This design comes from an exercise in tuning for small area, a short achievable clock period and few clock cycles on the open sky130 flow, not from production work.
Where RTL was checked, it was by simulation tests only, not by an equivalence proof against the original.
The flow treats the clock pin as an ideal source. Dropping or thinning the clock tree relies on that and would not hold on a real chip.
No activity file was given, so power comes from the tool's default toggle rates.

==> flow/design.v <==
module LZ77_Encoder(clk,reset,chardata,valid,encode,finish,offset,match_len,char_nxt);
input               clk;
input               reset;
input       [7:0]   chardata;
output  reg         valid;
output              encode;
output  reg         finish;
output  reg [3:0]   offset;
output  reg [2:0]   match_len;
output      [7:0]   char_nxt;
reg  [7:0] hist [0:8];
reg  [8:0] hv;
reg        eq9l, eq9h;
reg        eq1;
reg  [8:0] dead;
reg  [2:0] k;
integer j;
assign encode   = 1'b1;
assign char_nxt = hist[1];
wire [8:0] eq;
genvar g;
generate
    for (g = 2; g <= 8; g = g + 1) begin : cmp
        assign eq[g-1] = hv[g] & (hist[0] == hist[g]);
    end
endgenerate
assign eq[0] = hv[1] & eq1;
assign eq[8] = eq9l & eq9h;
wire       live = hv[0];
wire [8:0] nm   = ~dead & eq;
wire       emit = (nm == 9'd0) | (k == 3'd7) | ~live;
wire       last = live & (hist[0] == 8'h24);
reg  [3:0] best;
always @(*) begin
    best = 4'd0;
    for (j = 0; j < 9; j = j + 1)
        if (!dead[j]) best = j;
end
wire [2:0] k_inc = {k[2] ^ (k[1] & k[0]), k[1] ^ k[0], ~k[0]};
always @(posedge clk) begin
    hist[0] <= chardata;
    for (j = 1; j <= 8; j = j + 1)
        hist[j] <= hist[j-1];
    eq1       <= (chardata == hist[0]);
    eq9l      <= hv[8] & (chardata[3:0] == hist[8][3:0]);
    eq9h      <= (chardata[7:4] == hist[8][7:4]);
    match_len <= k;
    offset    <= (k == 3'd0) ? 4'd0 : best;
    valid     <= ~reset & live & emit & ~finish;
    finish    <= ~reset & (finish | last);
end
reg  [8:0] hs;
always @(*) begin
    for (j = 0; j < 9; j = j + 1)
        hv[j] = (j % 2) ? ~hs[j] : hs[j];
end
always @(posedge clk) begin
    hs[0] <= ~reset;
    for (j = 1; j < 9; j = j + 1)
        if (j % 2) hs[j] <= ~(~reset & hs[j-1]);
        else       hs[j] <= ~(reset | hs[j-1]);
end
always @(posedge clk) begin
    if (emit) begin
        dead <= 9'd0;
        k    <= 3'd0;
    end else begin
        dead <= ~nm;
        k    <= k_inc;
    end
end
endmodule
==> flow/config.mk <==
export PLATFORM = sky130hd
export DESIGN_NAME = LZ77_Encoder
export DESIGN_NICKNAME = LZ77_Encoder
export VERILOG_FILES = /design/flow/design.v
export SDC_FILE = /design/flow/constraint.sdc
export NUM_CORES = 8
export LEC_CHECK = 0
export CAP_MARGIN = 20
export CORE_MARGIN = 2
export CORE_UTILIZATION = 50
export PLACE_DENSITY = 0.6
export SLEW_MARGIN = 20
==> flow/constraint.sdc <==
create_clock -name core_clock -period 10.0 [get_ports {clk}]
set_input_delay 2.0000 -clock core_clock [delete_from_list [all_inputs] [get_ports {clk}]]
set_output_delay 2.0000 -clock core_clock [all_outputs]
set_load 0.01 [all_outputs]
standard.sh (not shown) runs the stock make flow with config.mk's settings and CLKGATE_MAP_FILE= SYNTH_SCRIPT=/design/flow/synth_recipe.tcl, a recipe that flattens the netlist after the stock synthesis.
==> flow/flow/run.sh <==
#!/bin/bash
# Standard ORFS layout, except: small fast port buffers, a tighter setup repair
# target, and a hand-built one-level clock tree (flow/manual_cts.tcl) in place of TritonCTS.
set -euo pipefail
KNOBS=$(cat flow/knobs.txt)
eval bash standard.sh $KNOBS PRE_CTS_TCL=$PWD/flow/manual_cts.tcl POST_CTS_TCL=$PWD/flow/post_cts.tcl finish > standard_flow.log 2>&1
Other scripts of this flow, unchanged in this note and not shown: flow/flow/knobs.txt, flow/flow/manual_cts.tcl, flow/flow/post_cts.tcl
Testbench counts at the start, summed over its fixed seeds: cycles 49,224.
Change:
--- a/flow/design.v
+++ b/flow/design.v
@@ -43,11 +43,11 @@
         hist[j] <= hist[j-1];
     eq1       <= (chardata == hist[0]);
     eq9l      <= hv[8] & (chardata[3:0] == hist[8][3:0]);
     eq9h      <= (chardata[7:4] == hist[8][7:4]);
     match_len <= k;
-    offset    <= (k == 3'd0) ? 4'd0 : best;
+    offset    <= best & {4{|k}};
     valid     <= ~reset & live & emit & ~finish;
     finish    <= ~reset & (finish | last);
 end
 reg  [8:0] hs;
 always @(*) begin
=> Critical path depth stays the same; worst setup slack gains 8.0 ps; die area drops slightly; core utilization shrinks by 0.37 points; cell area goes down slightly; register-to-register slack degrades by 20 ps; total power is lower slightly; via count goes down slightly; global-route usage rose by 0.14 points; hold slack hardly moves.
Testbench counts after the change, summed over its fixed seeds: cycles 49,224.
In every run of this note, the design's own scripts or RTL, not TritonCTS, make the clock network.

* * *

## build 24
Starts from the design.v that is shown in full above.
==> flow/config.mk <==
export PLATFORM = sky130hd
export DESIGN_NAME = LZ77_Encoder
export DESIGN_NICKNAME = LZ77_Encoder
export VERILOG_FILES = /design/flow/design.v
export SDC_FILE = /design/flow/constraint.sdc
export NUM_CORES = 8
export LEC_CHECK = 0
export CAP_MARGIN = 20
export CORE_MARGIN = 2
export CORE_UTILIZATION = 50
export PLACE_DENSITY = 0.6
export SLEW_MARGIN = 20
==> flow/constraint.sdc <==
create_clock -name core_clock -period 10.0 [get_ports {clk}]
set_input_delay 2.0000 -clock core_clock [delete_from_list [all_inputs] [get_ports {clk}]]
set_output_delay 2.0000 -clock core_clock [all_outputs]
set_load 0.01 [all_outputs]
Scripts as last shown in full above: flow/flow/run.sh
Other scripts of this flow, unchanged in this note and not shown: flow/flow/knobs.txt, flow/flow/manual_cts.tcl, flow/flow/post_cts.tcl
Testbench counts of build 24, summed over its fixed seeds: cycles 49,224.
Here is what was changed in the inputs of build 65 compared with build 24.
--- a/flow/design.v
+++ b/flow/design.v
@@ -11,6 +11,5 @@
 reg  [7:0] hist [0:8];
 reg  [8:0] hv;
-reg        eq9l, eq9h;
-reg        eq1;
+reg        eq9;
 reg  [8:0] dead;
 reg  [2:0] k;
@@ -21,10 +20,9 @@
 genvar g;
 generate
-    for (g = 2; g <= 8; g = g + 1) begin : cmp
+    for (g = 1; g <= 8; g = g + 1) begin : cmp
         assign eq[g-1] = hv[g] & (hist[0] == hist[g]);
     end
 endgenerate
-assign eq[0] = hv[1] & eq1;
-assign eq[8] = eq9l & eq9h;
+assign eq[8] = eq9;
 wire       live = hv[0];
 wire [8:0] nm   = ~dead & eq;
@@ -42,7 +40,5 @@
     for (j = 1; j <= 8; j = j + 1)
         hist[j] <= hist[j-1];
-    eq1       <= (chardata == hist[0]);
-    eq9l      <= hv[8] & (chardata[3:0] == hist[8][3:0]);
-    eq9h      <= (chardata[7:4] == hist[8][7:4]);
+    eq9       <= hv[8] & (chardata == hist[8]);
     match_len <= k;
     offset    <= (k == 3'd0) ? 4'd0 : best;
--- outcome ---
When the final numbers for build 24 and build 65 were put side by side, the routed wire length on met2 turned out to be greater in build 65. NOTE pin count of the biggest net entering global routing build 24->build 65 decreased by a few percent. Compared with build 24, build 65 instantiates a smaller number of standard cells. From build 24 to build 65 the numbers moved as follows: fraction of the mapped netlist area in adder cells neither gained nor lost much; ratio of cells with drive above 1 in the final layout went up 3.7 points; global-route usage over all layers went up. Build 65 ended with more overall routed net length than build 24. Total non-filler cell area in the finished layout for build 65: 0.71% down relative to build 24. Build 24 → build 65: clock period minus final worst setup slack rose by 33 ps, post-route total power moved down. Number of optimization iterations in the first detailed-route pass: build 24 and build 65 compared, lower one is build 24. For build 24, the slowest library cell on the worst path was dfxtp_1, unlike build 65, where it was nor4_1.
Testbench counts of build 65, summed over its fixed seeds: cycles 49,224.
No run of this note takes its clock network from TritonCTS; it comes from the design's own scripts or RTL.

* * *

LZ77_Encoder, a different RTL version from the one above (not shown whole).
For scale: ~290 cells after synthesis, ~110 flip-flops, ~28 I/O pins, about 3600 sq um of cells after synthesis.
==> module LZ77_Encoder, before the edit <==
module LZ77_Encoder(clk,reset,chardata,valid,encode,finish,offset,match_len,char_nxt);
input               clk;
input               reset;
input       [7:0]   chardata;
output  reg         valid;
output              encode;
output  reg         finish;
output  reg [3:0]   offset;
output  reg [2:0]   match_len;
output      [7:0]   char_nxt;
reg  [7:0] hist [0:9];
reg  [3:0] age;
reg  [8:0] mask;
reg  [2:0] k;
integer j;
assign encode   = 1'b1;
assign char_nxt = hist[1];
wire [8:0] eq;
genvar g;
generate
    for (g = 1; g <= 9; g = g + 1) begin : cmp
        assign eq[g-1] = (age > g) & (hist[0] == hist[g]);
    end
endgenerate
wire [8:0] nm   = mask & eq;
wire       emit = (nm == 9'd0) | (k == 3'd7);
wire       live = (age != 4'd0);
wire       last = live & (hist[0] == 8'h24);
reg  [3:0] best;
always @(*) begin
    best = 4'd0;
    for (j = 0; j < 9; j = j + 1)
        if (mask[j]) best = j;
end
always @(posedge clk) begin
    hist[0] <= chardata;
    for (j = 1; j <= 9; j = j + 1)
        hist[j] <= hist[j-1];
    match_len <= k;
    offset    <= (k == 3'd0) ? 4'd0 : best;
    valid     <= ~reset & live & emit & ~finish;
    finish    <= ~reset & (finish | last);
end
always @(posedge clk or posedge reset) begin
    if (reset) begin
        age  <= 4'd0;
        mask <= 9'h1ff;
        k    <= 3'd0;
    end else begin
        if (age != 4'd10) age <= age + 4'd1;
        if (emit) begin
            mask <= 9'h1ff;
            k    <= 3'd0;
        end else begin
            mask <= nm;
            k    <= k + 3'd1;
        end
    end
end
endmodule
==> flow/config.mk <==
export PLATFORM = sky130hd
export DESIGN_NAME = LZ77_Encoder
export DESIGN_NICKNAME = LZ77_Encoder
export VERILOG_FILES = /design/flow/design.v
export SDC_FILE = /design/flow/constraint.sdc
export NUM_CORES = 8
export LEC_CHECK = 0
export CAP_MARGIN = 20
export CORE_MARGIN = 2
export CORE_UTILIZATION = 50
export PLACE_DENSITY = 0.6
export SLEW_MARGIN = 20
==> flow/constraint.sdc <==
create_clock -name core_clock -period 10.0 [get_ports {clk}]
set_input_delay 2.0000 -clock core_clock [delete_from_list [all_inputs] [get_ports {clk}]]
set_output_delay 2.0000 -clock core_clock [all_outputs]
set_load 0.01 [all_outputs]
==> flow/flow/run.sh <==
#!/bin/bash
# Standard ORFS layout, except: small fast port buffers, a tighter setup repair
# target, and a hand-built one-level clock tree (flow/manual_cts.tcl) in place of TritonCTS.
set -euo pipefail
KNOBS=$(cat flow/knobs.txt)
eval bash standard.sh $KNOBS PRE_CTS_TCL=$PWD/flow/manual_cts.tcl finish > standard_flow.log 2>&1
Other scripts of this flow, unchanged in this note and not shown: flow/flow/knobs.txt, flow/flow/manual_cts.tcl
Rerun with:
==> flow/design.v (replaced) <==
module LZ77_Encoder(clk,reset,chardata,valid,encode,finish,offset,match_len,char_nxt);
input               clk;
input               reset;
input       [7:0]   chardata;
output  reg         valid;
output              encode;
output  reg         finish;
output  reg [3:0]   offset;
output  reg [2:0]   match_len;
output      [7:0]   char_nxt;
reg  [7:0] hist [0:9];
reg  [3:0] age;
reg  [8:0] dead;
reg  [2:0] k;
integer j;
assign encode   = 1'b1;
assign char_nxt = hist[1];
reg  [8:0] hv;
always @(*) begin
    case (age)
        4'd0, 4'd1: hv = 9'b000000000;
        4'd2:       hv = 9'b000000001;
        4'd3:       hv = 9'b000000011;
        4'd4:       hv = 9'b000000111;
        4'd5:       hv = 9'b000001111;
        4'd6:       hv = 9'b000011111;
        4'd7:       hv = 9'b000111111;
        4'd8:       hv = 9'b001111111;
        4'd9:       hv = 9'b011111111;
        default:    hv = 9'b111111111;
    endcase
end
wire [8:0] eq;
genvar g;
generate
    for (g = 1; g <= 9; g = g + 1) begin : cmp
        assign eq[g-1] = hv[g-1] & (hist[0] == hist[g]);
    end
endgenerate
wire [8:0] nm   = ~dead & eq;
wire       emit = (nm == 9'd0) | (k == 3'd7);
wire       live = (age != 4'd0);
wire       last = live & (hist[0] == 8'h24);
reg  [3:0] best;
always @(*) begin
    best = 4'd0;
    for (j = 0; j < 9; j = j + 1)
        if (!dead[j]) best = j;
end
wire [2:0] k_inc = {k[2] ^ (k[1] & k[0]), k[1] ^ k[0], ~k[0]};
wire [3:0] age_inc = (age == 4'd10) ? age :
                     {age[3] ^ (age[2] & age[1] & age[0]), age[2] ^ (age[1] & age[0]),
                      age[1] ^ age[0], ~age[0]};
always @(posedge clk) begin
    hist[0] <= chardata;
    for (j = 1; j <= 9; j = j + 1)
        hist[j] <= hist[j-1];
    match_len <= k;
    offset    <= (k == 3'd0) ? 4'd0 : best;
    valid     <= ~reset & live & emit & ~finish;
    finish    <= ~reset & (finish | last);
end
always @(posedge clk or posedge reset) begin
    if (reset) begin
        age  <= 4'd0;
        dead <= 9'd0;
        k    <= 3'd0;
    end else begin
        age <= age_inc;
        if (emit) begin
            dead <= 9'd0;
            k    <= 3'd0;
        end else begin
            dead <= ~nm;
            k    <= k_inc;
        end
    end
end
endmodule
Effect: Flip-flop and latch count is unchanged; global-route usage fell by 0.31 points; setup slack gains 0.0064 ns; area after synthesis rose by 0.63%; register-to-register slack gains 0.03 ns; die area rose by 0.60%; wire length rose by 2.4%; synthesized cell count rose by 2.8%.
Testbench counts after the change, summed over its fixed seeds: cycles 49,224.
Only the layout flow was run in the first run of this note; the RTL was not checked for function there. No run of this note takes its clock network from TritonCTS; it comes from the design's own scripts or RTL.

==> re-timing with driven ports <==
The results above use ideal ports. As a check the final layouts listed here were re-extracted and re-timed, cells and wires unchanged.
Step 1 (the two cells are an assumption about what drives the block):
set clk [get_ports {clk}]
set_driving_cell -lib_cell sky130_fd_sc_hd__clkbuf_16 $clk
set_driving_cell -lib_cell sky130_fd_sc_hd__buf_2 [delete_from_list [all_inputs] $clk]
Step 2 adds t to the input delays and takes it off the output delays; t is the mean of the earliest and latest rising clock arrival at the registers after step 1. Input paths then give back, and output paths get back, about the clock's delay inside the block.
Three values: ideal, step 1, step 2; two values: the first two.
run | t, ns | slack for setup (ns) | worst hold slack (ns)
the first run of note 1 | 0.213 | 7.378 / 7.297 / 7.321 | 0.357 / 0.357 / 0.357
the second run of note 1 | 0.208 | 7.386 / 7.306 / 7.278 | 0.355 / 0.355 / 0.355
build 24 | 0.213 | 7.368 / 7.287 / 7.281 | 0.357 / 0.357 / 0.357
build 65 | 0.210 | 7.335 / 7.260 / 7.176 | 0.362 / 0.362 / 0.362
the first run of note 3 | 0.230 | 7.375 / 7.300 / 7.530 | 0.360 / 0.360 / 0.360
the second run of note 3 | 0.235 | 7.381 / 7.301 / 7.537 | 0.356 / 0.356 / 0.356
After both steps every run listed still meets setup and hold. For build 65, which loses most, drivers alone change the setup slack by -0.075 ns; drivers and shift together by -0.159 ns.
